This is an optimization exercise on Yosys and OpenROAD, whose aim is small area, not a production implementation. The RTL was checked by simulation tests, not by an equivalence proof against the original design. In runs 4 to 7 the design's own scripts or RTL, not TritonCTS, make the clock network. No driver is modelled on the clock port, so clock power and skew are understated where the tree is cut down; a real chip needs a root buffer or a tree. Power and IR drop assume default switching activity.

File: config.mk
export PLATFORM = sky130hd
export DESIGN_NAME = main
export DESIGN_NICKNAME = main
export VERILOG_FILES = /design/flow/design.v
export SDC_FILE = /design/flow/constraint.sdc
export NUM_CORES = 4
export LEC_CHECK = 0
export CAP_MARGIN = 20
export CORE_MARGIN = 2
export CORE_UTILIZATION = 70
export CTS_BUF_LIST = sky130_fd_sc_hd__clkbuf_8
export SLEW_MARGIN = 20
File: constraint.sdc
create_clock -name core_clock -period 20.0 [get_ports {clk}]
set_input_delay 4.0000 -clock core_clock [delete_from_list [all_inputs] [get_ports {clk}]]
set_output_delay 4.0000 -clock core_clock [all_outputs]
set_load 0.01 [all_outputs]
File: design.v
module motor_driver (
    input wire clk,
    input wire rst,
    input wire fwd_in,
    input wire bwd_in,
    input wire left_in,
    input wire right_in,
    input wire stop_in,
    input wire ld_left,
    input wire ld_right,
    output wire [3:0] m1_out,   
    output wire [3:0] m2_out,   
    output reg  [2:0] state
);
  localparam STOP = 0, FORWARD = 1, BACKWARD = 2, LEFT = 3, RIGHT = 4;
  always @(posedge clk) begin
    if (rst == 1) begin
      state <= STOP;
    end else if (stop_in == 1) begin
      state <= STOP;
    end else if (fwd_in == 1) begin
      if (ld_left == 1) begin
        state <= RIGHT;
      end else if (ld_right == 1) begin
        state <= LEFT;
      end else begin
        state <= FORWARD;
      end
    end else if (bwd_in == 1) begin
      state <= BACKWARD;
    end else if (right_in == 1) begin
      state <= RIGHT;
    end else if (left_in == 1) begin
      state <= LEFT;
    end else begin
      state <= STOP;
    end
  end
  wire m1_fwd = state[2] | (state[0] & ~state[1]);   
  wire m2_fwd = state[0];                             
  wire m_bwd  = state[1] & ~state[0];                 
  assign m1_out = {m1_fwd, m_bwd, m1_fwd, m_bwd};
  assign m2_out = {m2_fwd, m_bwd, m2_fwd, m_bwd};
endmodule
module parking_sensor #(
    parameter MODE = 0
) (
    input  wire clk,
    input  wire rst,
    input  wire echo,
    input  wire slow_on,   
    input  wire fast_on,   
    output reg  signal
);
  function [21:0] inc;
    input [21:0] q;
    integer i;
    reg c;
    begin
      c = 1'b1;
      for (i = 0; i < 22; i = i + 1) begin
        inc[i] = q[i] ^ c;
        c = c & q[i];
      end
    end
  endfunction
  function lt;
    input [21:0] x;
    input [21:0] k;
    integer i;
    reg r;
    begin
      r = 1'b0;
      for (i = 0; i < 22; i = i + 1)
        r = k[i] ? (~x[i] | r) : (~x[i] & r);
      lt = r;
    end
  endfunction
  localparam PS_MODE_STOP = 0, PS_MODE_BEEP = 1;
  localparam CYCLES_PER_CM = 29;
  localparam DIST_CONST = 10 * CYCLES_PER_CM;
  localparam DIST_FAST = 15 * CYCLES_PER_CM;
  localparam DIST_SLOW = 20 * CYCLES_PER_CM;
  localparam DIST_STOP = 30 * CYCLES_PER_CM;
  reg [21:0] echo_width;
  always @(posedge clk) begin
    if (rst | ~echo) echo_width <= 0;
    else echo_width <= inc(echo_width);
  end
  wire hi_zero = ~|echo_width[21:10];
  wire [9:0] lo = echo_width[9:0];
  wire measure = ~echo & (~hi_zero | (|lo));
  generate
    if (MODE == PS_MODE_STOP) begin : g_stop
      reg near;
      always @(posedge clk) begin
        if (rst) near <= 0;
        else if (measure) near <= hi_zero & lt(lo, DIST_STOP + 1);
      end
      localparam [21:0] ALT = 22'h2aaaaa;
      reg [21:0] timer_reg;
      wire [21:0] timer = timer_reg ^ ALT;
      reg detectable;
      wire [21:0] timer_next = {timer[20:0], ~(timer[21] ^ timer[20])};
      wire detect_end   = &(~(timer ^ 22'h0c7a40) | ~22'h25ce7b);   
      wire hold_end     = &(~(timer ^ 22'h300600) | ~22'h3efbfd);   
      wire cooldown_end = &(~(timer ^ 22'h2f0273) | ~22'h3dffff);   
      always @(posedge clk) begin
        if (rst) begin
          timer_reg <= ALT;
          detectable <= 1;
          signal <= 0;
        end else if (detectable) begin
          if (~near) begin
            signal <= 0;
            timer_reg <= ALT;
          end else if (~signal) begin
            if (detect_end) begin
              signal <= 1;
              timer_reg <= ALT;
            end else timer_reg <= timer_next ^ ALT;
          end else begin
            if (hold_end) begin
              signal <= 0;
              detectable <= 0;
              timer_reg <= ALT;
            end else timer_reg <= timer_next ^ ALT;
          end
        end else begin
          if (cooldown_end) begin
            detectable <= 1;
            timer_reg <= ALT;
          end else timer_reg <= timer_next ^ ALT;
        end
      end
    end else begin : g_beep
      reg [1:0] cls;
      always @(posedge clk) begin
        if (rst) cls <= 0;
        else if (measure) begin
          if (~hi_zero | ~lt(lo, DIST_SLOW + 1)) cls <= 0;
          else if (~lt(lo, DIST_FAST + 1)) cls <= 1;
          else if (~lt(lo, DIST_CONST + 1)) cls <= 2;
          else cls <= 3;
        end
      end
      always @(posedge clk) begin
        if (rst) signal <= 0;
        else
          case (cls)
            2'd0: signal <= 0;
            2'd1: signal <= slow_on;
            2'd2: signal <= fast_on;
            default: signal <= 1;
          endcase
      end
    end
  endgenerate
endmodule
module main (
    input wire clk,
    input wire rst,
    input wire fwd_in,
    input wire bwd_in,
    input wire left_in,
    input wire right_in,
    input wire stoplight_in,
    input wire stopsign_in,
    input wire failsafe_in,
    output wire [3:0] m1_out,
    output wire [3:0] m2_out,
    output wire [2:0] md_state,
    input  wire echo_fwd,
    output wire trig_fwd,
    input  wire echo_bwd1,
    output wire trig_bwd1,
    input  wire echo_bwd2,
    output wire trig_bwd2,
    output wire beep_bwd1,
    output wire beep_bwd2,
    input  wire buzzer_in,
    output wire buzzer,
    input wire ld_left,
    input wire ld_right
);
  localparam PS_MODE_STOP = 0, PS_MODE_BEEP = 1;
  wire stop_in, ps_signal_fwd, ps_signal_bwd1, ps_signal_bwd2;
  assign stop_in = stopsign_in | stoplight_in | failsafe_in | ps_signal_fwd;
  assign buzzer  = buzzer_in | ps_signal_fwd;
  assign beep_bwd1 = ps_signal_bwd1;
  assign beep_bwd2 = ps_signal_bwd2;
  localparam [21:0] ALT = 22'h2aaaaa;
  reg [15:0] trig_reg;
  wire [15:0] trig_timer = trig_reg ^ ALT[15:0];
  wire trig_wrap = &(~(trig_timer ^ 16'h20da) | ~16'hffbf);
  always @(posedge clk) begin
    if (rst | trig_wrap) trig_reg <= ALT[15:0];
    else trig_reg <= {trig_timer[14:0], ~(trig_timer[15] ^ trig_timer[6])} ^ ALT[15:0];
  end
  wire trig = ~|trig_timer[15:5] & trig_timer[1] & trig_timer[0] &
              (~trig_timer[4] | trig_timer[2]);
  assign trig_fwd  = trig;
  assign trig_bwd1 = trig;
  assign trig_bwd2 = trig;
  reg [16:0] beep_reg;
  wire [16:0] beep_timer = beep_reg ^ ALT[16:0];
  reg [1:0] beep_quarter;
  reg beep_last;
  wire beep_step_end = &(~(beep_timer ^ 17'h18e84) | ~17'h1fffb);
  always @(posedge clk) begin
    if (rst | beep_step_end | beep_last) beep_reg <= ALT[16:0];
    else beep_reg <= {beep_timer[15:0], ~(beep_timer[16] ^ beep_timer[13])} ^ ALT[16:0];
    if (rst | beep_last) beep_quarter <= 0;
    else if (beep_step_end & ~&beep_quarter) beep_quarter <= beep_quarter + 1'b1;
    beep_last <= ~rst & beep_step_end & (&beep_quarter);
  end
  wire slow_on = ~beep_quarter[1];
  wire fast_on = ~beep_quarter[0] | beep_last;
  motor_driver md (
      .clk(clk),
      .rst(rst),
      .fwd_in(fwd_in),
      .bwd_in(bwd_in),
      .left_in(left_in),
      .right_in(right_in),
      .stop_in(stop_in),
      .ld_left(ld_left),
      .ld_right(ld_right),
      .m1_out(m1_out),
      .m2_out(m2_out),
      .state(md_state)
  );
  parking_sensor #(.MODE(PS_MODE_STOP)) ps_fwd (
      .clk(clk),
      .rst(rst),
      .echo(echo_fwd),
      .slow_on(slow_on),
      .fast_on(fast_on),
      .signal(ps_signal_fwd)
  );
  parking_sensor #(.MODE(PS_MODE_BEEP)) ps_bwd1 (
      .clk(clk),
      .rst(rst),
      .echo(echo_bwd1),
      .slow_on(slow_on),
      .fast_on(fast_on),
      .signal(ps_signal_bwd1)
  );
  parking_sensor #(.MODE(PS_MODE_BEEP)) ps_bwd2 (
      .clk(clk),
      .rst(rst),
      .echo(echo_bwd2),
      .slow_on(slow_on),
      .fast_on(fast_on),
      .signal(ps_signal_bwd2)
  );
endmodule
File: flow/run.sh
#!/bin/bash
# Own layout flow: the standard flow (standard.sh) with three changes.
#  1. After the standard synthesis, the gates between the flip-flops are mapped
#     again for area (remap.tcl, ABC script remap.abc). The flip-flops, their
#     names and cell types are those of the standard synthesis.
#  2. The port buffers are the smallest buffer, buf_1.
#  3. Clock tree synthesis uses clkbuf_8 and adds no dummy loads.
# Every tool's full output goes to a log of its own in this folder (and ORFS
# keeps each step's log under orfs/logs/).
set -euo pipefail
work=$(pwd)
R=$work/orfs/results/$FLOW_PLATFORM/main/base
YOSYS=$(command -v yosys || echo "$FLOW_HOME/../tools/install/yosys/bin/yosys")

bash standard.sh synth > 1_standard_synth.log 2>&1

cp "$R/1_2_yosys.v" "$R/1_2_yosys_standard.v"
REMAP_LIB=$FLOW_HOME/platforms/$FLOW_PLATFORM/lib/sky130_fd_sc_hd__tt_025C_1v80.lib \
REMAP_IN=$R/1_2_yosys_standard.v REMAP_OUT=$R/1_2_yosys.v \
REMAP_DONT_USE="$(cat flow/dont_use.txt)" REMAP_ABC=$work/flow/remap.abc \
REMAP_STAT=$work/remap_stat.txt \
  "$YOSYS" -c flow/remap.tcl > 1_remap.log 2>&1

# rebuild the synthesis database from the remapped netlist
bash standard.sh do-1_synth > 1_synth_odb.log 2>&1

bash standard.sh \
  "CTS_ARGS=-sink_clustering_enable -repair_clock_nets -dont_use_dummy_load -buf_list sky130_fd_sc_hd__clkbuf_8" \
  "BUFFER_PORTS_ARGS=-buffer_cell sky130_fd_sc_hd__buf_1" \
  finish > 2_layout.log 2>&1
File: flow/dont_use.txt
sky130_fd_sc_hd__probe_p_8 sky130_fd_sc_hd__probec_p_8 sky130_fd_sc_hd__lpflow_bleeder_1 sky130_fd_sc_hd__lpflow_clkbufkapwr_1 sky130_fd_sc_hd__lpflow_clkbufkapwr_16 sky130_fd_sc_hd__lpflow_clkbufkapwr_2 sky130_fd_sc_hd__lpflow_clkbufkapwr_4 sky130_fd_sc_hd__lpflow_clkbufkapwr_8 sky130_fd_sc_hd__lpflow_clkinvkapwr_1 sky130_fd_sc_hd__lpflow_clkinvkapwr_16 sky130_fd_sc_hd__lpflow_clkinvkapwr_2 sky130_fd_sc_hd__lpflow_clkinvkapwr_4 sky130_fd_sc_hd__lpflow_clkinvkapwr_8 sky130_fd_sc_hd__lpflow_decapkapwr_12 sky130_fd_sc_hd__lpflow_decapkapwr_3 sky130_fd_sc_hd__lpflow_decapkapwr_4 sky130_fd_sc_hd__lpflow_decapkapwr_6 sky130_fd_sc_hd__lpflow_decapkapwr_8 sky130_fd_sc_hd__lpflow_inputiso0n_1 sky130_fd_sc_hd__lpflow_inputiso0p_1 sky130_fd_sc_hd__lpflow_inputiso1n_1 sky130_fd_sc_hd__lpflow_inputiso1p_1 sky130_fd_sc_hd__lpflow_inputisolatch_1 sky130_fd_sc_hd__lpflow_isobufsrc_1 sky130_fd_sc_hd__lpflow_isobufsrc_16 sky130_fd_sc_hd__lpflow_isobufsrc_2 sky130_fd_sc_hd__lpflow_isobufsrc_4 sky130_fd_sc_hd__lpflow_isobufsrc_8 sky130_fd_sc_hd__lpflow_isobufsrckapwr_16 sky130_fd_sc_hd__lpflow_lsbuf_lh_hl_isowell_tap_1 sky130_fd_sc_hd__lpflow_lsbuf_lh_hl_isowell_tap_2 sky130_fd_sc_hd__lpflow_lsbuf_lh_hl_isowell_tap_4 sky130_fd_sc_hd__lpflow_lsbuf_lh_isowell_4 sky130_fd_sc_hd__lpflow_lsbuf_lh_isowell_tap_1 sky130_fd_sc_hd__lpflow_lsbuf_lh_isowell_tap_2 sky130_fd_sc_hd__lpflow_lsbuf_lh_isowell_tap_4
File: flow/remap.abc
&get -n
&st
&syn2
&dch -f
&nf -R 1000 -p -F 8
&st
&syn3
&dch -f
&nf -R 1000 -p -F 8
&st
&syn2
&dch -f
&nf -R 1000 -p -F 8
&st
&syn3
&dch -f
&nf -R 1000 -p -F 8
&put
File: flow/remap.tcl
# Maps the combinational logic of the standard synthesis again, for area.
# The flip-flops of the standard synthesis stay as they are (same instances,
# names and cell types); only the gates between them are rebuilt, by ABC with
# an area-recovering script and without the buffering and upsizing of the
# standard script (the layout's repair steps size the gates instead).
# Reads $::env(REMAP_IN), writes $::env(REMAP_OUT).
yosys -import
set lib $::env(REMAP_LIB)
read_liberty -ignore_miss_func $lib
read_verilog $::env(REMAP_IN)
hierarchy -check -top $::env(FLOW_TOP)
setattr -mod -set keep_hierarchy 1 sky130_fd_sc_hd__dfxtp_1
flatten
# the wires flatten made inside the gate models (gate_instance.pin) must not
# displace the netlist's own net names
yosys rename -hide w:_*_.*
opt
set dont_use {}
foreach c $::env(REMAP_DONT_USE) { lappend dont_use -dont_use $c }
abc -liberty $lib -script $::env(REMAP_ABC) {*}$dont_use
tee -q -o $::env(REMAP_STAT).abc stat -liberty $lib
opt_clean -purge
splitnets
opt_clean -purge
hilomap -singleton -hicell sky130_fd_sc_hd__conb_1 HI -locell sky130_fd_sc_hd__conb_1 LO
insbuf -buf sky130_fd_sc_hd__buf_1 A X
opt_clean -purge
tee -o $::env(REMAP_STAT) stat -liberty $lib
# write main only: the liberty cell models are not part of the netlist
select $::env(FLOW_TOP)
write_verilog -noattr -nohex -nodec -selected $::env(REMAP_OUT)
File: standard.sh
#!/bin/bash
# synth_recipe.tcl (not shown) runs the flow's synth.tcl, then flattens the netlist and writes it again
# the make line also repeats each setting of config.mk as NAME=value (left out here)
make -C /OpenROAD-flow-scripts/flow DESIGN_CONFIG=/design/flow/config.mk WORK_HOME=/design/flow/orfs CLKGATE_MAP_FILE= SYNTH_SCRIPT=/design/flow/synth_recipe.tcl "${@:-finish}"
==> metrics.yaml, run 1 <==
route.vias.total: 3733
antenna_found_initial: 0
drt_wl_total_mm: 8.605
cp-start-kind: "primary input"
viasPerCell: 5.752
nNetsFinal: 586
fin_skew_ps: 15.23
gp_congestion: 0.9501
antenna_left: 0
worst_hold_path.endpoint: "beep_reg[3]$_SDFF_PP1_"
fin_util_pct: 77.54
track_usage_pct: 24.34
reg2reg_to: "ps_fwd.echo_width[21]$_SDFF_PP0_"
grt_overflow_total: 0
clkSinkCount: 136
maxSlewHeadroom_pct: 42.48
start_util_pct: 71.23
grt_pass1_vias: 3371
critical_path_required_ps: 16000
ff2ff_path_depth: 14
die-area_um2: 7514
crit_type: "in -> out"
clk_latency_ps: 400
powerDensity_nw_per_um2: 85.31
cap_violations: 0
holdPathStages: 1
grt_pass1_wl_mm: 14.72
rsz0062_at_grt: "no"
synth.avg_cell_area_um2: 9.047
crit_arrival_ps: 4370
run_status: "no timing/DRC/antenna violations"
crit_path_frequent_cell: "buf_1"
core_area_um2: 6719
power_frac_seq_pct: 62.1
p_comb_share_pct: 3.1
yosysWarningCount: 4
fp.dieH_um: 86.69
period_minus_slack_ps: 8370
synthToLayoutAreaGrowth_pct: 8.863
tns_ps: 0
r2r_start: "ps_fwd.echo_width[0]$_SDFF_PP0_"
worstHoldPathType: "reg -> reg"
syn-cell-area_um2: 4786
slew_violations: 0
root_buffer: "clkbuf_8"
multi_input_area_um2: 2018
die_w_um: 86.69
path_clk_slew_ps: 50
syn_inst: 529
p_switching_uw: 91.07
fmax_ghz: 0.1195
critical-path-slowest-cell: "or2_0"
layout_commonest_cell: "dfxtp_1"
max-vdd-ir-drop_uv: 74.92
dr.pass1.iters: 4
drtIter0Drc: 260
fp-row-count: 30
clockBufferDepth: 2
critPathCaptureType: "output pin"
dp_hpwl_mm: 5.828
setup_viol: 0
hold_viol: 0
fillers: 479
grt_max_degree: 24
layout_common_cells: "dfxtp_1 (136), nor2_1 (90), nand2_1 (52)"
antenna_cells: 0
cts_resized: 0
p_leak_nw: 1.910
reg2reg_slack_ps: 16410
syn_nets: 544
drc: 0
intPower_uw: 353.4
htreeDepth: 4
crit_path_cell_trace: "buf_1 > or2_0 > buf_1"
cts_buffers: 17
wl_per_cell_um: 13.26
cts_hold_buf: 0
regArea_um2: 2723
io_pins: 32
switching_share_pct: 20.49
clockPowerShare_pct: 34.8
numPortBuffers: 31
cp_max_fo: 1
min_from: "beep_reg[2]$_SDFF_PP0_"
post-route-period-util_pct: 41.85
postCtsSetupBuffers: 0
cpPeakStageDelay_ps: 180
worst_pin_slew_ps: 862.8
cts_tree: "built"
layout-drive-gt1-share_pct: 3.163
[final cells by class]
cell class                 instances  share of cell area, %
sequential                       136                  52.26
inverter                           3                 0.2161
clock buffer                      17                  4.491
timing repair buffer              32                  2.378
multi-input combinational        381                  38.74
tap                               80                  1.921
[power by group through the flow]
stage / registers [mW] / logic (mW) / clock network (mW)
2_1_floorplan: 0.281 / 0.00891 / 0
3_3_place_gp: 0.282 / 0.0134 / 0
3_5_place_dp: 0.282 / 0.0137 / 0
4_1_cts: 0.276 / 0.0139 / 0.157
5_1_grt: 0.276 / 0.0157 / 0.169
6_report: 0.276 / 0.0138 / 0.155
[per-stage QoR]
step | power [mW] | cell area (µm²) | hold WS, ps | setup WS [ps] | instances
after floorplan | 0.2903 | 4786 | 343.4 | 11760 | 529
after global placement | 0.2952 | 4976 | 349.7 | 11630 | 632
after detailed placement | 0.2956 | 4976 | 352.1 | 11630 | 632
after CTS | 0.4473 | 5210 | 369.8 | 11630 | 649
after global routing | 0.4614 | 5210 | 382.9 | 11610 | 649
final | 0.4445 | 5210 | 364.8 | 11630 | 649
[how the worst max path moves through the flow]
stage | start | to | slack [ps] | depth (start not counted)
after global placement | buzzer_in | buzzer | 11630 | 3
final | buzzer_in | buzzer | 11630 | 3
after global routing | buzzer_in | buzzer | 11610 | 3
after detailed placement | buzzer_in | buzzer | 11630 | 3
after CTS | buzzer_in | buzzer | 11630 | 3
after floorplan | buzzer_in | buzzer | 11760 | 1
[worst max-delay path: cells and delay by family]
| kind | cells | cell delay, ps |
|---|---|---|
| buf+inv | 2 | 180 |
| simple gates | 1 | 180 |
[routing by layer]
metal	global-route usage [%]	share of wire, %	up-vias
met2	40.00	47	72
met3	7.524	3.7	4
met1	31.81	48	1716
met5	0	0	-
li1	-	-	1941
met4	5.398	0.53	0
==> run 2: changes to the inputs <==
==> flow/remap.abc (replaced) <==
&get -n
&st
&syn2
&dch -f
&nf -R 1000 -p -F 8
&st
&syn3
&dch -f
&nf -R 1000 -p -F 8
&st
&syn2
&dch -f
&nf -R 1000 -p -F 8
&put
--- a/config.mk
+++ b/config.mk
@@ -9,3 +9,3 @@
 export CORE_MARGIN = 2
-export CORE_UTILIZATION = 70
+export CORE_UTILIZATION = 65
 export CTS_BUF_LIST = sky130_fd_sc_hd__clkbuf_8
==> run 2 against run 1 <==
  * Highest routed layer unchanged
  * First-iteration DRC count is 37% lower
  * Synthesized area is 0.78% higher
  * Count of clock-buffer cells in the layout stayed put
  * Final area is 1.2% higher
  * Flip-flop and latch count stayed put
  * Critical path depth stayed put
  * Still clean
  * Cell count is 4.8% higher
  * Global-route usage is 1.4 points lower
  * Via count is 2.9% higher
  * Clock skew is 3.8 ps higher
  * Critical endpoint unchanged
  * Sequential share of layout area is 0.61 points lower
==> metrics.yaml, run 2 <==
run_status: "no timing/DRC/antenna violations"
hold_viol: 0  # unchanged
drtIter0Drc: 163  # -37%
top_layer: "met4"
dr.pass1.iters: 5  # +1
fp.dieH_um: 90.14  # +4.0%
grt_pass1_vias: 3557  # +5.5%
grt_overflow_total: 0  # unchanged
syn_nets: 556  # +2.2%
layout.cells.non_filler: 680  # +4.8%
total_power_uw: 444.0  # -0.10%
powerDensity_nw_per_um2: 84.23  # -1.3%
root_buffer: "clkbuf_8"
fp-row-count: 31  # +3.3%
layout-drive-gt1-share_pct: 3.098  # -0.065 points
reg2reg_to: "ps_fwd.echo_width[21]$_SDFF_PP0_"
yosysWarningCount: 4  # unchanged
crit_type: "in -> out"
layout_commonest_cell: "dfxtp_1"
core_area_um2: 7214  # +7.4%
cap_violations: 0  # unchanged
clk_latency_ps: 400  # about the same
route.vias.total: 3842  # +2.9%
wl_met1_mm: 4.080  # -2.2%
cp_max_fo: 1  # unchanged
htreeDepth: 4  # unchanged
critPathCaptureType: "output pin"
clkSinkCount: 136  # unchanged
period_minus_slack_ps: 8378  # +8.400 ps
dr_wl_met3_um: 363  # +13%
drt_wl_total_mm: 8.668  # +0.73%
dp_hpwl_mm: 6.046  # +3.7%
path_clk_slew_ps: 60  # about the same
synth.avg_cell_area_um2: 8.916  # -1.5%
syn-cell-area_um2: 4823  # +0.78%
dp.cells: 663  # +4.9%
die-area_um2: 8125  # +8.1%
clockBufferDepth: 2  # unchanged
reg2reg_slack_ps: 16740  # +330 ps
max-vdd-ir-drop_uv: 55.40  # -26%
met2WireLength_mm: 4.159  # +2.3%
viasPerCell: 5.650  # -1.8%
grt_max_degree: 24  # unchanged
maxSlewHeadroom_pct: 45.40  # +2.9 points
rsz0062_at_grt: "no"
track_usage_pct: 22.96  # -1.4 points
wl_per_cell_um: 12.75  # -3.9%
antenna_found_initial: 0  # unchanged
crit_path_frequent_cell: "buf_1"
drc: 0  # unchanged
ff2ff_path_depth: 12  # -2
critical-path-slowest-cell: "or2_0"
cts_buffers: 17  # unchanged
p_leak_nw: 1.900  # -0.57%
min_from: "beep_reg[2]$_SDFF_PP0_"
nNetsFinal: 598  # +2.0%
holdPathStages: 1  # unchanged
cp-start-kind: "primary input"
numPortBuffers: 31  # unchanged
syn_inst: 541  # +2.3%
r2r_start: "ps_fwd.echo_width[0]$_SDFF_PP0_"
synthToLayoutAreaGrowth_pct: 9.287
worstHoldPathType: "reg -> reg"
grt_pass1_wl_mm: 15.42  # +4.7%
postCtsSetupBuffers: 0  # unchanged
cts_resized: 0  # unchanged
fin_skew_ps: 18.99  # +3.760 ps
antenna_cells: 0  # unchanged
crit_path_cell_trace: "buf_1 > or2_0 > buf_1"
antenna_left: 0  # unchanged
timing.hold.ws_ps: 360.2  # -4.590 ps
gp_congestion: 0.8368  # -12%
start_util_pct: 66.86  # -4.4 points
io_pins: 32  # unchanged
cts_tree: "built"
worst_pin_slew_ps: 819.0  # -43.82 ps
critical_path_required_ps: 16000  # about the same
crit_arrival_ps: 4380  # about the same
tns_ps: 0  # unchanged
cts_hold_buf: 0  # unchanged
die_w_um: 90.14  # +4.0%
fmax_ghz: 0.1194  # -0.10%
setup_viol: 0  # unchanged
post-route-period-util_pct: 41.89  # +0.042 points
layout_common_cells: "dfxtp_1 (136), nor2_1 (99), nand2_1 (56)"
cpPeakStageDelay_ps: 180  # about the same
worst_hold_path.endpoint: "beep_reg[3]$_SDFF_PP1_"
slew_violations: 0  # unchanged
## run 2: worst max path at each step
stage	depth (start not counted)	endpoint	from	slack, ps
2_1_floorplan	1	buzzer	buzzer_in	11760
3_3_place_gp	3	buzzer	buzzer_in	11630
3_5_place_dp	3	buzzer	buzzer_in	11620
4_1_cts	3	buzzer	buzzer_in	11620
5_1_grt	3	buzzer	buzzer_in	11600
6_report	3	buzzer	buzzer_in	11620
## run 2: through the flow
stage               util [%]  worst slack (ps)  area [µm²]
floorplan                  -             11760        4823
global placement       69.82             11630        5037
detailed placement     69.82             11620        5037
CTS                    73.07             11620        5271
global route           73.07             11600        5271
finish                 73.07             11620        5271
## run 2: critical path, delay by kind of cell
| kind | cells | cell delay (ps) |
|---|---|---|
| buffers and inverters | 2 | 200 |
| and+or+nand+nor | 1 | 180 |
## run 2: power by group
group | switching (mW) | leakage, nW | internal [mW] | total, mW
sequential | 0.00209 | 1.10 | 0.274 | 0.276
clock | 0.0793 | 0.122 | 0.0747 | 0.154
combinational | 0.00936 | 0.677 | 0.00474 | 0.0141
## run 2: cell type report
| class | instances | area, µm² |
|---|---|---|
| clock buffers | 17 | 234.0 |
| fillers | 579 | 1943 |
| inverters | 6 | 22.52 |
| multi-input cells | 390 | 2044 |
| flip-flops and latches | 136 | 2723 |
| well taps | 99 | 123.9 |
| repair buffers | 32 | 123.9 |
## run 2: routing by layer
layer  global-route usage (%)  vias up
li1                         -     1961
met1                    29.38     1795
met2                    37.91       80
met3                    5.616        6
met4                    8.462        0
met5                        0        -
==> run 3: changes to the inputs <==
==> flow/clock.tcl (new file) <==
set leaves [expr { [info exists ::env(CLOCK_LEAVES)] ? $::env(CLOCK_LEAVES) : 4 }]
set leaf_cell [expr { [info exists ::env(CLOCK_LEAF_CELL)] ? $::env(CLOCK_LEAF_CELL) : "sky130_fd_sc_hd__clkbuf_8" }]
set block [ord::get_db_block]
set root [$block findNet $::env(CLOCK_PORT)]

# the buffers of the old tree, and the flip-flop clock pins it reaches
set old_insts {}
set old_nets {}
set sinks {}
set ok 1
set todo [list $root]
while { [llength $todo] } {
  set net [lindex $todo 0]
  set todo [lrange $todo 1 end]
  foreach it [$net getITerms] {
    if { ![$it isInputSignal] } { continue }
    set inst [$it getInst]
    set master [$inst getMaster]
    if { [$master isSequential] } {
      lappend sinks $it
    } elseif { [string match "sky130_fd_sc_hd__clkbuf_*" [$master getName]] ||
               [string match "sky130_fd_sc_hd__buf_*" [$master getName]] } {
      lappend old_insts $inst
      set out [$inst findITerm X]
      set onet [$out getNet]
      if { $onet ne "NULL" } {
        lappend old_nets $onet
        lappend todo $onet
      }
    } else {
      puts "clock.tcl: [$inst getName] ([$master getName]) on the clock tree; keeping the CTS tree"
      set ok 0
    }
  }
}
puts "clock.tcl: [llength $sinks] clock sinks, [llength $old_insts] old tree buffers"

if { $ok && [llength $sinks] > 0 } {
  # positions of the sinks
  set pts {}
  foreach it $sinks {
    set bb [[$it getInst] getBBox]
    lappend pts [list [expr { ([$bb xMin] + [$bb xMax]) / 2.0 }] [expr { ([$bb yMin] + [$bb yMax]) / 2.0 }]]
  }
  set n [llength $pts]
  # k-means, started from sinks spread along the sorted x+y order
  set order [lsort -real -indices [lmap p $pts { expr { [lindex $p 0] + [lindex $p 1] } }]]
  set cents {}
  for { set k 0 } { $k < $leaves } { incr k } {
    lappend cents [lindex $pts [lindex $order [expr { int(($k + 0.5) * $n / $leaves) }]]]
  }
  for { set iter 0 } { $iter < 50 } { incr iter } {
    set assign {}
    foreach p $pts {
      set best 0
      set bd 1e30
      for { set k 0 } { $k < $leaves } { incr k } {
        set c [lindex $cents $k]
        set d [expr { abs([lindex $p 0] - [lindex $c 0]) + abs([lindex $p 1] - [lindex $c 1]) }]
        if { $d < $bd } { set bd $d; set best $k }
      }
      lappend assign $best
    }
    set new {}
    for { set k 0 } { $k < $leaves } { incr k } {
      set sx 0.0; set sy 0.0; set m 0
      foreach p $pts a $assign {
        if { $a == $k } { set sx [expr { $sx + [lindex $p 0] }]; set sy [expr { $sy + [lindex $p 1] }]; incr m }
      }
      if { $m } { lappend new [list [expr { $sx / $m }] [expr { $sy / $m }]] } else { lappend new [lindex $cents $k] }
    }
    if { $new eq $cents } { break }
    set cents $new
  }

  # take the old tree apart
  foreach it $sinks { $it disconnect }
  foreach inst $old_insts { odb::dbInst_destroy $inst }
  foreach net $old_nets { odb::dbNet_destroy $net }

  # the new leaves
  set master [[ord::get_db] findMaster $leaf_cell]
  for { set k 0 } { $k < $leaves } { incr k } {
    set m 0
    foreach a $assign { if { $a == $k } { incr m } }
    if { !$m } { continue }
    set buf [odb::dbInst_create $block $master "clkbuf_leaf_$k"]
    set c [lindex $cents $k]
    $buf setLocation [expr { int([lindex $c 0]) }] [expr { int([lindex $c 1]) }]
    $buf setPlacementStatus PLACED
    set net [odb::dbNet_create $block "clknet_leaf_$k"]
    $net setSigType CLOCK
    [$buf findITerm A] connect $root
    [$buf findITerm X] connect $net
    foreach it $sinks a $assign { if { $a == $k } { $it connect $net } }
    puts "clock.tcl: leaf $k drives $m flip-flops"
  }
  detailed_placement
  check_placement -verbose
  estimate_parasitics -placement
  report_clock_skew
  report_check_types -max_slew -max_capacitance -violators
}
==> run 3 against run 2 <==
  * Final area unchanged
  * Combinational power about the same
  * Critical path depth unchanged
  * Utilization unchanged
  * Power unchanged
  * Maximum frequency unchanged
  * Synthesized cell count unchanged
  * Worst hold slack unchanged
  * Critical path type unchanged
  * Critical endpoint unchanged
  * Largest cell class unchanged
  * Largest power group unchanged
  * Highest routed layer unchanged
==> metrics.yaml, run 3 <==
rsz0062_at_grt: "no"
slew_violations: 0  # unchanged
p_leak_nw: 1.900  # unchanged
path_clk_slew_ps: 60  # about the same
max-vdd-ir-drop_uv: 55.40  # unchanged
crit_path_cell_trace: "buf_1 > or2_0 > buf_1"
start_util_pct: 66.86  # unchanged
cts_hold_buf: 0  # unchanged
cp-start-kind: "primary input"
fp-row-count: 31  # unchanged
drtIter0Drc: 163  # unchanged
syn_nets: 556  # unchanged
route.vias.total: 3842  # unchanged
switching_share_pct: 20.44  # unchanged
run_status: "no timing/DRC/antenna violations"
syn-cell-area_um2: 4823  # unchanged
fin_skew_ps: 18.99  # unchanged
clockBufferDepth: 2  # unchanged
dr.pass1.iters: 5  # unchanged
die_w_um: 90.14  # unchanged
postCtsSetupBuffers: 0  # unchanged
clkSinkCount: 136  # unchanged
fmax_ghz: 0.1194  # unchanged
p_switching_uw: 90.73  # unchanged
worst_pin_slew_ps: 819.0  # unchanged
cts_resized: 0  # unchanged
numPortBuffers: 31  # unchanged
cts_tree: "built"
tns_ps: 0  # unchanged
antenna_left: 0  # unchanged
critical-path-slowest-cell: "or2_0"
clk_latency_ps: 400  # about the same
fin_area_um2: 5271  # unchanged
io_pins: 32  # unchanged
grt_pass1_vias: 3557  # unchanged
gp_congestion: 0.8368  # unchanged
layout-drive-gt1-share_pct: 3.098  # unchanged
powerDensity_nw_per_um2: 84.23  # unchanged
crit_path_frequent_cell: "buf_1"
grt_max_degree: 24  # unchanged
track_usage_pct: 22.96  # unchanged
dp_hpwl_mm: 6.046  # unchanged
viasPerCell: 5.650  # unchanged
root_buffer: "clkbuf_8"
fp.dieH_um: 90.14  # unchanged
cpLargestDelayFamily: "buffers and inverters"
min_from: "beep_reg[2]$_SDFF_PP0_"
die-area_um2: 8125  # unchanged
reg2reg_slack_ps: 16740  # about the same
fillers: 579  # unchanged
synth.avg_cell_area_um2: 8.916  # unchanged
power_frac_seq_pct: 62.1  # about the same
worstHoldPathType: "reg -> reg"
cap_violations: 0  # unchanged
clockPowerShare_pct: 34.7  # about the same
path_buf_inv: 2  # unchanged
holdPathStages: 1  # unchanged
syn_inst: 541  # unchanged
drc: 0  # unchanged
crit_arrival_ps: 4380  # about the same
post-route-period-util_pct: 41.89  # unchanged
setup_viol: 0  # unchanged
drt_wl_total_mm: 8.668  # unchanged
cpPeakStageDelay_ps: 180  # about the same
hold_viol: 0  # unchanged
layout_commonest_cell: "dfxtp_1"
nNetsFinal: 598  # unchanged
synthToLayoutAreaGrowth_pct: 9.287  # unchanged
cp_max_fo: 1  # unchanged
placed_area_um2: 5037  # unchanged
period_minus_slack_ps: 8378  # unchanged
p_comb_share_pct: 3.2  # about the same
maxSlewHeadroom_pct: 45.40  # unchanged
cts_buffers: 17  # unchanged
yosysWarningCount: 4  # unchanged
crit_type: "in -> out"
crit_start: "buzzer_in"
critical_path_required_ps: 16000  # about the same
intPower_uw: 353.3  # unchanged
r2r_start: "ps_fwd.echo_width[0]$_SDFF_PP0_"
ff2ff_path_depth: 12  # unchanged
grt_overflow_total: 0  # unchanged
antenna_found_initial: 0  # unchanged
htreeDepth: 4  # unchanged
grt_pass1_wl_mm: 15.42  # unchanged
core_area_um2: 7214  # unchanged
path_depth: 3  # unchanged
critPathCaptureType: "output pin"
wl_per_cell_um: 12.75  # unchanged
layout_common_cells: "dfxtp_1 (136), nor2_1 (99), nand2_1 (56)"
antenna_cells: 0  # unchanged
run 3: final cells by class:
class	instances	area (µm²)	share of cell area, %
sequential	136	2723	51.65
inverter	6	22.52	0.4272
multi-input combinational	390	2044	38.78
clock buffer	17	234.0	4.439
tap	99	123.9	2.350
timing repair buffer	32	123.9	2.350
run 3: worst reg2reg max path, cell delays in order, from the launching register on:
cell and delay (ps):
dfxtp_1 390, and3_1 310, and4_1 260, and2_0 250
nor4bb_1 360, and2_0 280, and3_1 270, and3_1 250
and3_1 220, and2_0 220, nand2_1 100, xor2_1 150
nor2_1 60
run 3: worst paths after layout:
check,endpoint
max,buzzer
min,beep_reg[3]$_SDFF_PP1_
max reg2reg,ps_fwd.echo_width[21]$_SDFF_PP0_
min reg2reg,beep_reg[3]$_SDFF_PP1_
run 3: routing by layer:
layer | vias up | wire length [µm] | track usage [%]
li1 | 1961 | - | -
met1 | 1795 | 4080 | 29.38
met2 | 80 | 4159 | 37.91
met3 | 6 | 363 | 5.616
met4 | 0 | 64 | 8.462
met5 | - | 0 | 0
run 3: stage by stage:
stage	hold slack [ps]	std cells	utilization (%)	total power, mW	setup slack, ps
5_1_grt	384.8	680	73.07	0.4634	11600
4_1_cts	366.1	680	73.07	0.4499	11620
6_report	360.2	680	73.07	0.4440	11620
2_1_floorplan	343.4	541	-	0.2905	11760
3_5_place_dp	355.5	663	69.82	0.2960	11620
3_3_place_gp	353.5	663	69.82	0.2956	11630
run 3: power by group through the flow:
stage / registers (mW) / logic (mW) / clock network [mW]
detailed placement: 0.282 / 0.0141 / 0
CTS: 0.276 / 0.0142 / 0.160
global route: 0.276 / 0.0160 / 0.171
floorplan: 0.281 / 0.00902 / 0
finish: 0.276 / 0.0141 / 0.154
global placement: 0.282 / 0.0138 / 0
==> run 4: changes to the inputs <==
--- a/flow/run.sh
+++ b/flow/run.sh
@@ -6,3 +6,6 @@
 #  2. The port buffers are the smallest buffer, buf_1.
-#  3. Clock tree synthesis uses clkbuf_8 and adds no dummy loads.
+#  3. After clock tree synthesis, the clock tree is rebuilt from inverters
+#     (clock.tcl): the clock port drives one root inverter, which drives 10
+#     leaf inverters, each driving one cluster of flip-flops; the flip-flops
+#     see the clock through two inversions, i.e. in its own polarity.
 # Every tool's full output goes to a log of its own in this folder (and ORFS
@@ -26,3 +29,5 @@
 
+export CLOCK_PORT=clk CLOCK_LEAVES=10 CLOCK_LEAF_CELL=sky130_fd_sc_hd__inv_8 CLOCK_ROOT_CELL=sky130_fd_sc_hd__inv_12
 bash standard.sh \
+  "POST_CTS_TCL=$work/flow/clock.tcl" \
   "CTS_ARGS=-sink_clustering_enable -repair_clock_nets -dont_use_dummy_load -buf_list sky130_fd_sc_hd__clkbuf_8" \
--- a/flow/clock.tcl
+++ b/flow/clock.tcl
@@ -1,5 +1,14 @@
-set leaves [expr { [info exists ::env(CLOCK_LEAVES)] ? $::env(CLOCK_LEAVES) : 4 }]
-set leaf_cell [expr { [info exists ::env(CLOCK_LEAF_CELL)] ? $::env(CLOCK_LEAF_CELL) : "sky130_fd_sc_hd__clkbuf_8" }]
+set leaves $::env(CLOCK_LEAVES)
+set leaf_cell $::env(CLOCK_LEAF_CELL)
+set root_cell $::env(CLOCK_ROOT_CELL)
+if { [string match "*inv*" $leaf_cell] != [string match "*inv*" $root_cell] } {
+  error "clock.tcl: the root and leaf cells must both be inverters or both buffers"
+}
 set block [ord::get_db_block]
 set root [$block findNet $::env(CLOCK_PORT)]
+
+proc out_iterm { inst } {
+  foreach it [$inst getITerms] { if { [$it isOutputSignal] } { return $it } }
+  error "no output on [$inst getName]"
+}
 
@@ -20,7 +29,6 @@
       lappend sinks $it
-    } elseif { [string match "sky130_fd_sc_hd__clkbuf_*" [$master getName]] ||
-               [string match "sky130_fd_sc_hd__buf_*" [$master getName]] } {
+    } elseif { [regexp {^sky130_fd_sc_hd__(clk)?buf_[0-9]+$} [$master getName]] } {
       lappend old_insts $inst
-      set out [$inst findITerm X]
-      set onet [$out getNet]
+      set onet "NULL"
+      foreach oit [$inst getITerms] { if { [$oit isOutputSignal] } { set onet [$oit getNet] } }
       if { $onet ne "NULL" } {
@@ -80,2 +88,16 @@
 
+  # the root
+  set leaf_root $root
+  if { $root_cell ne "" } {
+    set sx 0.0; set sy 0.0
+    foreach p $pts { set sx [expr { $sx + [lindex $p 0] }]; set sy [expr { $sy + [lindex $p 1] }] }
+    set buf [odb::dbInst_create $block [[ord::get_db] findMaster $root_cell] "clkbuf_root"]
+    $buf setLocation [expr { int($sx / $n) }] [expr { int($sy / $n) }]
+    $buf setPlacementStatus PLACED
+    set leaf_root [odb::dbNet_create $block "clknet_root"]
+    $leaf_root setSigType CLOCK
+    [$buf findITerm A] connect $root
+    [out_iterm $buf] connect $leaf_root
+  }
+
   # the new leaves
@@ -92,4 +114,4 @@
     $net setSigType CLOCK
-    [$buf findITerm A] connect $root
-    [$buf findITerm X] connect $net
+    [$buf findITerm A] connect $leaf_root
+    [out_iterm $buf] connect $net
     foreach it $sinks a $assign { if { $a == $k } { $it connect $net } }
--- a/flow/remap.abc
+++ b/flow/remap.abc
@@ -13,2 +13,6 @@
 &nf -R 1000 -p -F 8
+&st
+&syn3
+&dch -f
+&nf -R 1000 -p -F 8
 &put
==> run 4 against run 3 <==
  * Global-route usage is 1.8 points lower
  * Sequential power hardly changed
  * Sequential share of layout area is 1.4 points higher
  * Synthesized area is 0.78% lower
  * Utilization is 1.6 points lower
  * Die area is 0.74% lower
  * Power is 8.2% lower
  * Maximum frequency hardly changed
  * Setup slack worse by 4.3 ps
  * First-iteration DRC count is 5.5% lower
  * Highest routed layer unchanged
==> metrics.yaml, run 4 <==
fmax_ghz: 0.1193  # about the same
track_usage_pct: 21.15  # -1.8 points
cp_max_fo: 1  # unchanged
fillers: 570  # -1.6%
cap_violations: 0  # unchanged
fin_skew_ps: 29.73  # +10.74 ps
clk_latency_ps: 190  # -210 ps
tns_ps: 0  # unchanged
fp-row-count: 31  # unchanged
grt_pass1_wl_mm: 14.86  # -3.7%
antenna_left: 0  # unchanged
dr.pass1.iters: 4  # -1
crit_arrival_ps: 4380  # about the same
viasPerCell: 5.619  # -0.54%
worst_pin_slew_ps: 835.5  # +16.48 ps
critical_path_required_ps: 16000  # about the same
cpPeakStageDelay_ps: 190  # about the same
drtIter0Drc: 154  # -5.5%
die-area_um2: 8065  # -0.74%
synth.avg_cell_area_um2: 9.047  # +1.5%
gp_congestion: 0.8748  # +4.5%
slew_violations: 0  # unchanged
hold_viol: 0  # unchanged
syn-cell-area_um2: 4786  # -0.78%
grt_pass1_vias: 3513  # -1.2%
path_clk_slew_ps: 80  # +20 ps
yosysWarningCount: 4  # unchanged
antenna_cells: 0  # unchanged
grt_max_degree: 24  # unchanged
layout-drive-gt1-share_pct: 2.131  # -0.97 points
drt_wl_total_mm: 8.455  # -2.5%
syn_nets: 544  # -2.2%
maxSlewHeadroom_pct: 44.30  # -1.1 points
rsz0062_at_grt: "no"
crit_type: "in -> out"
die_w_um: 89.81  # -0.37%
route.vias.total: 3720  # -3.2%
post-route-period-util_pct: 41.91  # about the same
cpLargestDelayFamily: "buffers and inverters"
drc: 0  # unchanged
period_minus_slack_ps: 8383  # +4.300 ps
critical-path-slowest-cell: "or2_0"
reg2reg_slack_ps: 16410  # -330 ps
worstHoldPathType: "reg -> reg"
numPortBuffers: 31  # unchanged
timing.hold.ws_ps: 358.7  # -1.540 ps
max-vdd-ir-drop_uv: 69.15  # +25%
synthToLayoutAreaGrowth_pct: 7.163
dp_hpwl_mm: 5.916  # -2.2%
cp-start-kind: "primary input"
critPathCaptureType: "output pin"
core_area_um2: 7176  # -0.54%
layout_common_cells: "dfxtp_1 (136), nor2_1 (90), nand2_1 (52)"
total_power_uw: 407.5  # -8.2%
p_leak_nw: 1.856  # -2.3%
crit_path_cell_trace: "buf_1 > or2_0 > buf_1"
run_status: "no timing/DRC/antenna violations"
grt_overflow_total: 0  # unchanged
fp.dieH_um: 89.81  # -0.37%
syn_inst: 529  # -2.2%
setup_viol: 0  # unchanged
path_buf_inv: 2  # unchanged
clkSinkCount: 136  # unchanged
antenna_found_initial: 0  # unchanged
layout_commonest_cell: "dfxtp_1"
start_util_pct: 66.70  # -0.16 points
nNetsFinal: 580  # -3.0%
powerDensity_nw_per_um2: 79.46  # -5.7%
io_pins: 32  # unchanged
crit_path_frequent_cell: "buf_1"
wl_per_cell_um: 12.77  # +0.19%
run 4: per-stage QoR:
step	worst slack (ps)	util, %	instances	instance area, µm²
after floorplan	11760	-	529	4786
after global placement	11630	69.68	651	5000
after detailed placement	11610	69.68	651	5000
after global routing	11580	71.47	662	5129
final	11620	71.47	662	5129
run 4: worst paths after layout:
| kind | startpoint | to | cells past startpoint |
|---|---|---|---|
| hold reg to reg | beep_reg[2]$_SDFF_PP0_ | beep_reg[3]$_SDFF_PP1_ | 1 |
| setup reg to reg | ps_fwd.echo_width[0]$_SDFF_PP0_ | ps_fwd.echo_width[21]$_SDFF_PP0_ | 14 |
| hold / removal | beep_reg[2]$_SDFF_PP0_ | beep_reg[3]$_SDFF_PP1_ | 1 |
| setup / recovery | buzzer_in | buzzer | 3 |
run 4: area by class of cell:
cell class	count	area [µm²]	share of cell area, %
Sequential cell	136	2723	53.09
Multi-Input combinational cell	381	2018	39.35
Inverter	14	140.1	2.732
Timing Repair Buffer	32	123.9	2.415
Tap cell	99	123.9	2.415
run 4: per-layer routing:
layer | part of all wire [%] | track usage [%]
met1 | 48 | 28.02
met4 | 2.6 | 6.154
met2 | 45 | 36.68
met3 | 3.7 | 2.682
met5 | 0 | 0
run 4: report_power, final:
group / leakage, nW / switching, mW / internal (mW)
Combinational: 0.688 / 0.00914 / 0.00479
Clock: 0.0678 / 0.0978 / 0.0203
Sequential: 1.10 / 0.00215 / 0.273
==> run 5: changes to the inputs <==
--- a/flow/run.sh
+++ b/flow/run.sh
@@ -7,3 +7,3 @@
 #  3. After clock tree synthesis, the clock tree is rebuilt from inverters
-#     (clock.tcl): the clock port drives one root inverter, which drives 10
+#     (clock.tcl): the clock port drives one root inverter, which drives 16
 #     leaf inverters, each driving one cluster of flip-flops; the flip-flops
@@ -29,3 +29,3 @@
 
-export CLOCK_PORT=clk CLOCK_LEAVES=10 CLOCK_LEAF_CELL=sky130_fd_sc_hd__inv_8 CLOCK_ROOT_CELL=sky130_fd_sc_hd__inv_12
+export CLOCK_PORT=clk CLOCK_LEAVES=16 CLOCK_LEAF_CELL=sky130_fd_sc_hd__inv_6 CLOCK_ROOT_CELL=sky130_fd_sc_hd__inv_12
 bash standard.sh \
==> run 5 against run 4 <==
  * Synthesized area unchanged
  * Largest power group unchanged
  * Highest routed layer unchanged
  * Flip-flop and latch count did not move
  * First-iteration DRC count down 3.2%
  * Via count rose by 0.67%
  * Still clean on timing, DRC and antenna
  * Setup slack about the same
  * Global-route usage is 0.33 points higher
==> metrics.yaml, run 5 <==
run_status: "no timing/DRC/antenna violations"
fp.dieH_um: 89.81  # unchanged
layout_common_cells: "dfxtp_1 (136), nor2_1 (90), nand2_1 (52)"
grt_max_degree: 24  # unchanged
grt_pass1_vias: 3572  # +1.7%
syn_nets: 544  # unchanged
wl_per_cell_um: 12.76  # about the same
syn-cell-area_um2: 4786  # unchanged
antenna_found_initial: 0  # unchanged
path_buf_inv: 2  # unchanged
worst_pin_slew_ps: 821.2  # -14.29 ps
io_pins: 32  # unchanged
rsz0062_at_grt: "no"
fin_skew_ps: 22.08  # -7.647 ps
cap_violations: 0  # unchanged
hold_viol: 0  # unchanged
max-vdd-ir-drop_uv: 78.71  # +14%
fin_util_pct: 71.86  # +0.38 points
dp.cells: 651  # unchanged
clk_latency_ps: 200  # about the same
core_area_um2: 7176  # unchanged
antenna_left: 0  # unchanged
critPathCaptureType: "output pin"
nNetsFinal: 586  # +1.0%
worstHoldPathType: "reg -> reg"
synthToLayoutAreaGrowth_pct: 7.739
die-area_um2: 8065  # unchanged
p_leak_nw: 1.868  # +0.65%
post-place-ws_ps: 11610  # unchanged
crit_type: "in -> out"
grt_overflow_total: 0  # unchanged
drtIter0Drc: 149  # -3.2%
viasPerCell: 5.606  # -0.23%
crit_arrival_ps: 4380  # about the same
post-route-period-util_pct: 41.91  # about the same
cpLargestDelayFamily: "buffers and inverters"
drt_wl_total_mm: 8.525  # +0.83%
track_usage_pct: 21.48  # +0.33 points
crit_path_cell_trace: "buf_1 > or2_0 > buf_1"
cp_max_fo: 1  # unchanged
layout_commonest_cell: "dfxtp_1"
gp_congestion: 0.8748  # unchanged
fp-row-count: 31  # unchanged
drc: 0  # unchanged
syn_inst: 529  # unchanged
cp-start-kind: "primary input"
start_util_pct: 66.70  # unchanged
fillers: 573  # +0.53%
dp_hpwl_mm: 5.916  # unchanged
layout.cells.non_filler: 668  # +0.91%
die_w_um: 89.81  # unchanged
tns_ps: 0  # unchanged
critical-path-slowest-cell: "or2_0"
period_minus_slack_ps: 8383  # -0.1000 ps
synth.avg_cell_area_um2: 9.047  # unchanged
layout-drive-gt1-share_pct: 3.163  # +1.0 points
yosysWarningCount: 4  # unchanged
crit_path_frequent_cell: "buf_1"
powerDensity_nw_per_um2: 81.03  # +2.0%
critical_path_required_ps: 16000  # about the same
clkSinkCount: 136  # unchanged
slew_violations: 0  # unchanged
cpPeakStageDelay_ps: 190  # about the same
fmax_ghz: 0.1193  # about the same
dr.pass1.iters: 4  # unchanged
setup_viol: 0  # unchanged
route.vias.total: 3745  # +0.67%
setup_ws_ps: 11620  # +0.1000 ps
maxSlewHeadroom_pct: 45.26  # +0.95 points
grt_pass1_wl_mm: 15.06  # +1.4%
path_clk_slew_ps: 70  # about the same
numPortBuffers: 31  # unchanged
antenna_cells: 0  # unchanged
[run 5: final cells by class]
type | instances | area [µm²] | share of cell area (%)
multi-input combinational | 381 | 2018 | 39.14
tap | 99 | 123.9 | 2.402
timing repair buffer | 32 | 123.9 | 2.402
inverter | 20 | 167.7 | 3.252
sequential | 136 | 2723 | 52.80
[run 5: routing by layer]
| layer | routed length [µm] | share of wire (%) | global-route usage, % | vias to the layer above |
|---|---|---|---|---|
| met5 | 0 | 0 | 0 | - |
| met4 | 172 | 2.0 | 6.538 | 0 |
| met3 | 389 | 4.6 | 3.269 | 16 |
| met2 | 3948 | 46 | 37.69 | 79 |
| li1 | - | - | - | 1933 |
| met1 | 4015 | 47 | 27.58 | 1717 |
[run 5: worst register-to-register path: stages, from the launching register on]
cell	delay, ps
dfxtp_1	390
and3_1	270
and3_1	260
and3_1	220
and2_0	240
and3_1	240
and2_0	260
and3_1	230
and2_0	230
and3_1	210
and2_0	230
and3_1	220
and2_0	270
a21oi_1	100
nor3_1	180
[run 5: worst paths after layout]
check / from / endpoint / slack, ps / depth (start not counted)
max reg2reg: ps_fwd.echo_width[0]$_SDFF_PP0_ / ps_fwd.echo_width[21]$_SDFF_PP0_ / 16360 / 14
min reg2reg: beep_reg[2]$_SDFF_PP0_ / beep_reg[3]$_SDFF_PP1_ / 370 / 1
min: beep_reg[2]$_SDFF_PP0_ / beep_reg[3]$_SDFF_PP1_ / 370 / 1
max: buzzer_in / buzzer / 11620 / 3
[run 5: report_power, final]
group,switching [mW],internal (mW)
Combinational,0.00915,0.00480
Clock,0.106,0.0224
Sequential,0.00213,0.273
[run 5: per-stage QoR]
stage | hold WS (ps) | total power [mW] | instance area, µm²
final | 369.7 | 0.4178 | 5156
after detailed placement | 357.9 | 0.2957 | 5000
after global placement | 345.7 | 0.2953 | 5000
after global routing | 386.3 | 0.4346 | 5156
after floorplan | 343.4 | 0.2903 | 4786
==> run 6: changes to the inputs <==
--- a/flow/run.sh
+++ b/flow/run.sh
@@ -7,3 +7,3 @@
 #  3. After clock tree synthesis, the clock tree is rebuilt from inverters
-#     (clock.tcl): the clock port drives one root inverter, which drives 16
+#     (clock.tcl): the clock port drives one root inverter, which drives 8
 #     leaf inverters, each driving one cluster of flip-flops; the flip-flops
@@ -29,3 +29,3 @@
 
-export CLOCK_PORT=clk CLOCK_LEAVES=16 CLOCK_LEAF_CELL=sky130_fd_sc_hd__inv_6 CLOCK_ROOT_CELL=sky130_fd_sc_hd__inv_12
+export CLOCK_PORT=clk CLOCK_LEAVES=8 CLOCK_LEAF_CELL=sky130_fd_sc_hd__inv_8 CLOCK_ROOT_CELL=sky130_fd_sc_hd__inv_8
 bash standard.sh \
==> run 6 against run 5 <==
  * Still clean
  * Maximum frequency is the same
  * Largest power group unchanged
  * Cell count is 1.2% lower
  * Sequential power barely moved
  * Clock power decreased by 15%
  * Highest routed layer unchanged
  * Synthesized cell count is the same
  * Routed wire length unchanged
==> metrics.yaml, run 6 <==
max-vdd-ir-drop_uv: 56.07  # -29%
fmax_ghz: 0.1193  # unchanged
slew_violations: 0  # unchanged
start_util_pct: 66.70  # unchanged
crit_arrival_ps: 4380  # about the same
antenna_left: 0  # unchanged
path_clk_slew_ps: 90  # +20 ps
post-place-ws_ps: 11610  # unchanged
critical_path_required_ps: 16000  # about the same
dr.pass1.iters: 4  # unchanged
layout_common_cells: "dfxtp_1 (136), nor2_1 (90), nand2_1 (52)"
core_area_um2: 7176  # unchanged
syn_inst: 529  # unchanged
syn_nets: 544  # unchanged
grt_overflow_total: 0  # unchanged
gr-max-usage-layer: "met2"
run_status: "no timing/DRC/antenna violations"
yosysWarningCount: 4  # unchanged
gr-usage-met1_pct: 28.83  # +1.3 points
grt_max_degree: 24  # unchanged
rsz0062_at_grt: "no"
cp-start-kind: "primary input"
p_leak_nw: 1.843  # -1.4%
setup_ws_ps: 11620  # unchanged
nNetsFinal: 578  # -1.4%
powerDensity_nw_per_um2: 78.07  # -3.6%
clk_latency_ps: 210  # about the same
wl_per_cell_um: 12.92  # +1.2%
die_w_um: 89.81  # unchanged
drtIter0Drc: 171  # +15%
fin_skew_ps: 31.57  # +9.485 ps
cap_violations: 0  # unchanged
antenna_cells: 0  # unchanged
tns_ps: 0  # unchanged
hold_viol: 0  # unchanged
cp_max_fo: 1  # unchanged
drc: 0  # unchanged
grt_use_met3_pct: 2.431  # -0.84 points
io_pins: 32  # unchanged
critPathCaptureType: "output pin"
route.vias.total: 3723  # -0.59%
grt_pass1_wl_mm: 15.02  # -0.27%
track_usage_pct: 21.39  # -0.094 points
syn-cell-area_um2: 4786  # unchanged
layout-drive-gt1-share_pct: 1.783  # -1.4 points
die-area_um2: 8065  # unchanged
maxSlewHeadroom_pct: 45.00  # -0.25 points
worstHoldPathType: "reg -> reg"
period_minus_slack_ps: 8383  # unchanged
synthToLayoutAreaGrowth_pct: 6.588
gp_congestion: 0.8748  # unchanged
grt_pass1_vias: 3472  # -2.8%
layout_commonest_cell: "dfxtp_1"
fp-row-count: 31  # unchanged
clkSinkCount: 136  # unchanged
setup_viol: 0  # unchanged
numPortBuffers: 31  # unchanged
fp.dieH_um: 89.81  # unchanged
synth.avg_cell_area_um2: 9.047  # unchanged
timing.hold.ws_ps: 377.9  # +8.208 ps
viasPerCell: 5.641  # +0.62%
globalRouteMet2Util_pct: 37.25  # -0.44 points
worst_pin_slew_ps: 824.9  # +3.769 ps
dp_hpwl_mm: 5.916  # unchanged
drt_wl_total_mm: 8.525  # unchanged
crit_type: "in -> out"
antenna_found_initial: 0  # unchanged
post-route-period-util_pct: 41.91  # unchanged
run 6: final timing paths:
| check | startpoint | to | slack, ps | cells after the start |
|---|---|---|---|---|
| worst max-delay path | buzzer_in | buzzer | 11620 | 3 |
| worst min-delay path | beep_reg[2]$_SDFF_PP0_ | beep_reg[3]$_SDFF_PP1_ | 380 | 1 |
| worst max register to register | ps_fwd.echo_width[0]$_SDFF_PP0_ | ps_fwd.echo_width[21]$_SDFF_PP0_ | 16450 | 14 |
| worst min register to register | beep_reg[2]$_SDFF_PP0_ | beep_reg[3]$_SDFF_PP1_ | 380 | 1 |
run 6: area by class of cell:
cell class / count / area (µm²)
fillers: 576 / 2074
inverters: 12 / 112.6
multi-input cells: 381 / 2018
flip-flops and latches: 136 / 2723
well taps: 99 / 123.9
repair buffers: 32 / 123.9
run 6: metal layers:
layer  part of all wire, %  routed length (µm)  vias to the layer above
met5                     0                   0                        -
li1                      -                   -                     1920
met2                    47                3997                       80
met1                    47                4016                     1709
met3                   4.3                 370                       14
met4                   1.7                 141                        0
run 6: critical path: stages:
cell   delay, ps
buf_1         70
or2_0        190
buf_1        130
run 6: per-stage QoR:
step                      instance area (µm²)  util (%)  cells  power (mW)
final                                    5101     71.09    660      0.3983
after global routing                     5101     71.09    660      0.4143
after detailed placement                 5000     69.68    651      0.2957
after global placement                   5000     69.68    651      0.2953
after floorplan                          4786         -    529      0.2903
run 6: power by group:
| part | switching [mW] | internal [mW] |
|---|---|---|
| combinational | 0.00915 | 0.00480 |
| clock | 0.0928 | 0.0159 |
| sequential | 0.00210 | 0.274 |
==> run 7: changes to the inputs <==
==> flow/remap.abc (replaced) <==
&get -n
&st
&syn2
&dch -f
&nf -R 1000 -F 8
&st
&syn3
&dch -f
&nf -R 1000 -F 8
&st
&syn2
&dch -f
&nf -R 1000 -F 8
&st
&syn3
&dch -f
&nf -R 1000 -F 8
&put
==> run 7 against run 6 <==
  * Critical endpoint unchanged
  * Flip-flop and latch count is the same
  * Largest cell class unchanged
  * First-iteration DRC count fell by 30%
  * Register-to-register slack got worse by 120 ps
==> metrics.yaml, run 7 <==
clkSinkCount: 136  # unchanged
drt_wl_total_mm: 8.564  # +0.46%
fp-row-count: 31  # unchanged
grt_overflow_total: 0  # unchanged
critical_path_required_ps: 16000  # about the same
period_minus_slack_ps: 8382  # -1.000 ps
switching_share_pct: 26.19  # +0.065 points
cp_max_fo: 1  # unchanged
dp.cells: 651  # unchanged
setup_viol: 0  # unchanged
core_area_um2: 7176  # unchanged
cap_violations: 0  # unchanged
critical-path-slowest-cell: "or2_0"
io_pins: 32  # unchanged
crit_path_cell_trace: "buf_1 > or2_0 > buf_1"
track_usage_pct: 21.73  # +0.35 points
worstHoldPathType: "reg -> reg"
syn_nets: 544  # unchanged
powerDensity_nw_per_um2: 78.44  # +0.48%
grt_pass1_wl_mm: 14.10  # -6.2%
p_leak_nw: 1.851  # +0.46%
antenna_left: 0  # unchanged
rsz0062_at_grt: "no"
layout_common_cells: "dfxtp_1 (136), nor2_1 (92), nand2_1 (51)"
path_buf_inv: 2  # unchanged
cpLargestDelayFamily: "buffers and inverters"
run_status: "no timing/DRC/antenna violations"
drc: 0  # unchanged
syn-cell-area_um2: 4766  # -0.42%
die-area_um2: 8033  # -0.40%
fp.dieH_um: 89.63  # -0.20%
tns_ps: 0  # unchanged
numPortBuffers: 31  # unchanged
hold_viol: 0  # unchanged
dr.pass1.iters: 4  # unchanged
maxSlewHeadroom_pct: 45.09  # +0.086 points
crit_type: "in -> out"
nNetsFinal: 578  # unchanged
intPower_uw: 294.2  # about the same
slew_violations: 0  # unchanged
grt_max_degree: 27  # +13%
viasPerCell: 5.559  # -1.5%
crit_arrival_ps: 4380  # about the same
synthToLayoutAreaGrowth_pct: 6.616  # about the same
wl_per_cell_um: 12.98  # +0.46%
layout-drive-gt1-share_pct: 1.783  # unchanged
cpPeakStageDelay_ps: 190  # about the same
path_clk_slew_ps: 120  # +30 ps
dp_hpwl_mm: 5.895  # -0.36%
antenna_cells: 0  # unchanged
antenna_found_initial: 0  # unchanged
critPathCaptureType: "output pin"
yosysWarningCount: 4  # unchanged
synth.avg_cell_area_um2: 9.009  # -0.42%
fin_util_pct: 70.81  # -0.28 points
drtIter0Drc: 119  # -30%
crit_path_frequent_cell: "buf_1"
p_comb_share_pct: 3.5  # about the same
syn_inst: 529  # unchanged
start_util_pct: 66.42  # -0.28 points
fmax_ghz: 0.1193  # about the same
route.vias.total: 3669  # -1.5%
fin_skew_ps: 39.45  # +7.879 ps
gp_congestion: 0.8989  # +2.8%
clk_latency_ps: 230  # +20 ps
worst_pin_slew_ps: 823.7  # -1.287 ps
die_w_um: 89.63  # -0.20%
cp-start-kind: "primary input"
post-route-period-util_pct: 41.91  # about the same
max-vdd-ir-drop_uv: 60.09  # +7.2%
layout.cells.non_filler: 660  # unchanged
p_switching_uw: 104.4  # +0.33%
power_frac_seq_pct: 69.2  # about the same
clockPowerShare_pct: 27.4  # about the same
grt_pass1_vias: 3250  # -6.4%
layout_commonest_cell: "dfxtp_1"
-- run 7: metrics by stage --
stage / worst slack [ps] / total power, mW / area, µm² / hold WS, ps
3_3_place_gp: 11630 / 0.2954 / 4980 / 345.6
2_1_floorplan: 11760 / 0.2904 / 4766 / 343.4
6_report: 11620 / 0.3986 / 5081 / 366.1
3_5_place_dp: 11620 / 0.2958 / 4980 / 350.9
5_1_grt: 11570 / 0.4141 / 5081 / 393.1
-- run 7: final cells by class --
type / instances / area [µm²]
Timing Repair Buffer: 32 / 123.9
Multi-Input combinational cell: 380 / 1994
Fill cell: 580 / 2095
Sequential cell: 136 / 2723
Tap cell: 99 / 123.9
Inverter: 13 / 116.4
-- run 7: power by group through the flow --
stage | Sequential, mW | Clock, mW | Combinational [mW]
detailed placement | 0.282 | 0 | 0.0140
floorplan | 0.281 | 0 | 0.00895
finish | 0.276 | 0.109 | 0.0139
global route | 0.276 | 0.122 | 0.0160
global placement | 0.282 | 0 | 0.0137
-- run 7: worst paths after layout --
| check | startpoint | end | slack, ps | cells after the start |
|---|---|---|---|---|
| setup / recovery | buzzer_in | buzzer | 11620 | 3 |
| hold / removal | trig_reg[4]$_SDFF_PP0_ | trig_reg[5]$_SDFF_PP1_ | 370 | 1 |
| setup reg to reg | ps_fwd.echo_width[0]$_SDFF_PP0_ | ps_fwd.echo_width[21]$_SDFF_PP0_ | 16330 | 14 |
| hold reg to reg | trig_reg[4]$_SDFF_PP0_ | trig_reg[5]$_SDFF_PP1_ | 370 | 1 |
-- run 7: per-layer routing --
| layer | vias to the layer above | GRT usage, % | wire [µm] |
|---|---|---|---|
| met5 | - | 0 | 0 |
| met4 | 0 | 6.649 | 176 |
| met3 | 13 | 3.565 | 303 |
| met2 | 49 | 37.37 | 3987 |
| met1 | 1705 | 28.18 | 4098 |
| li1 | 1902 | - | - |

[re-timing with driven ports]
In the flow no input, the clock included, has a driving cell. The finished layouts below were timed again as built, in two steps.
Step 1, drivers: a clkbuf_16 drives clk and a buf_2 each remaining input, both assumed.
Step 2 adds t to the input delays and takes it off the output delays; t is the mean of the earliest and latest rising clock arrival at the registers after step 1. Input paths then give back, and output paths get back, about the clock's delay inside the block.
Slacks: ideal ports / drivers / drivers and shift; pairs: ideal ports / drivers.
run	t, ns	slack for setup (ns)	worst setup path after step 2	latest minus earliest clock arrival (ns)	slew at the worst register clock pin (ns)
run 1	0.424	11.630 / 11.609 / 11.609	input to output	0.015 / 0.016	0.07 / 0.07
run 2	0.429	11.622 / 11.597 / 11.597	input to output	0.026 / 0.026	0.07 / 0.07
run 3	0.429	11.622 / 11.597 / 11.597	input to output	0.026 / 0.026	0.07 / 0.07
run 4	0.230	11.617 / 11.595 / 11.595	input to output	0.039 / 0.039	0.09 / 0.09
run 5	0.247	11.618 / 11.595 / 11.595	input to output	0.031 / 0.030	0.08 / 0.08
run 6	0.245	11.617 / 11.595 / 11.595	input to output	0.031 / 0.031	0.10 / 0.10
run 7	0.262	11.618 / 11.595 / 11.595	input to output	0.042 / 0.042	0.12 / 0.12
After both steps every run listed still meets setup and hold.
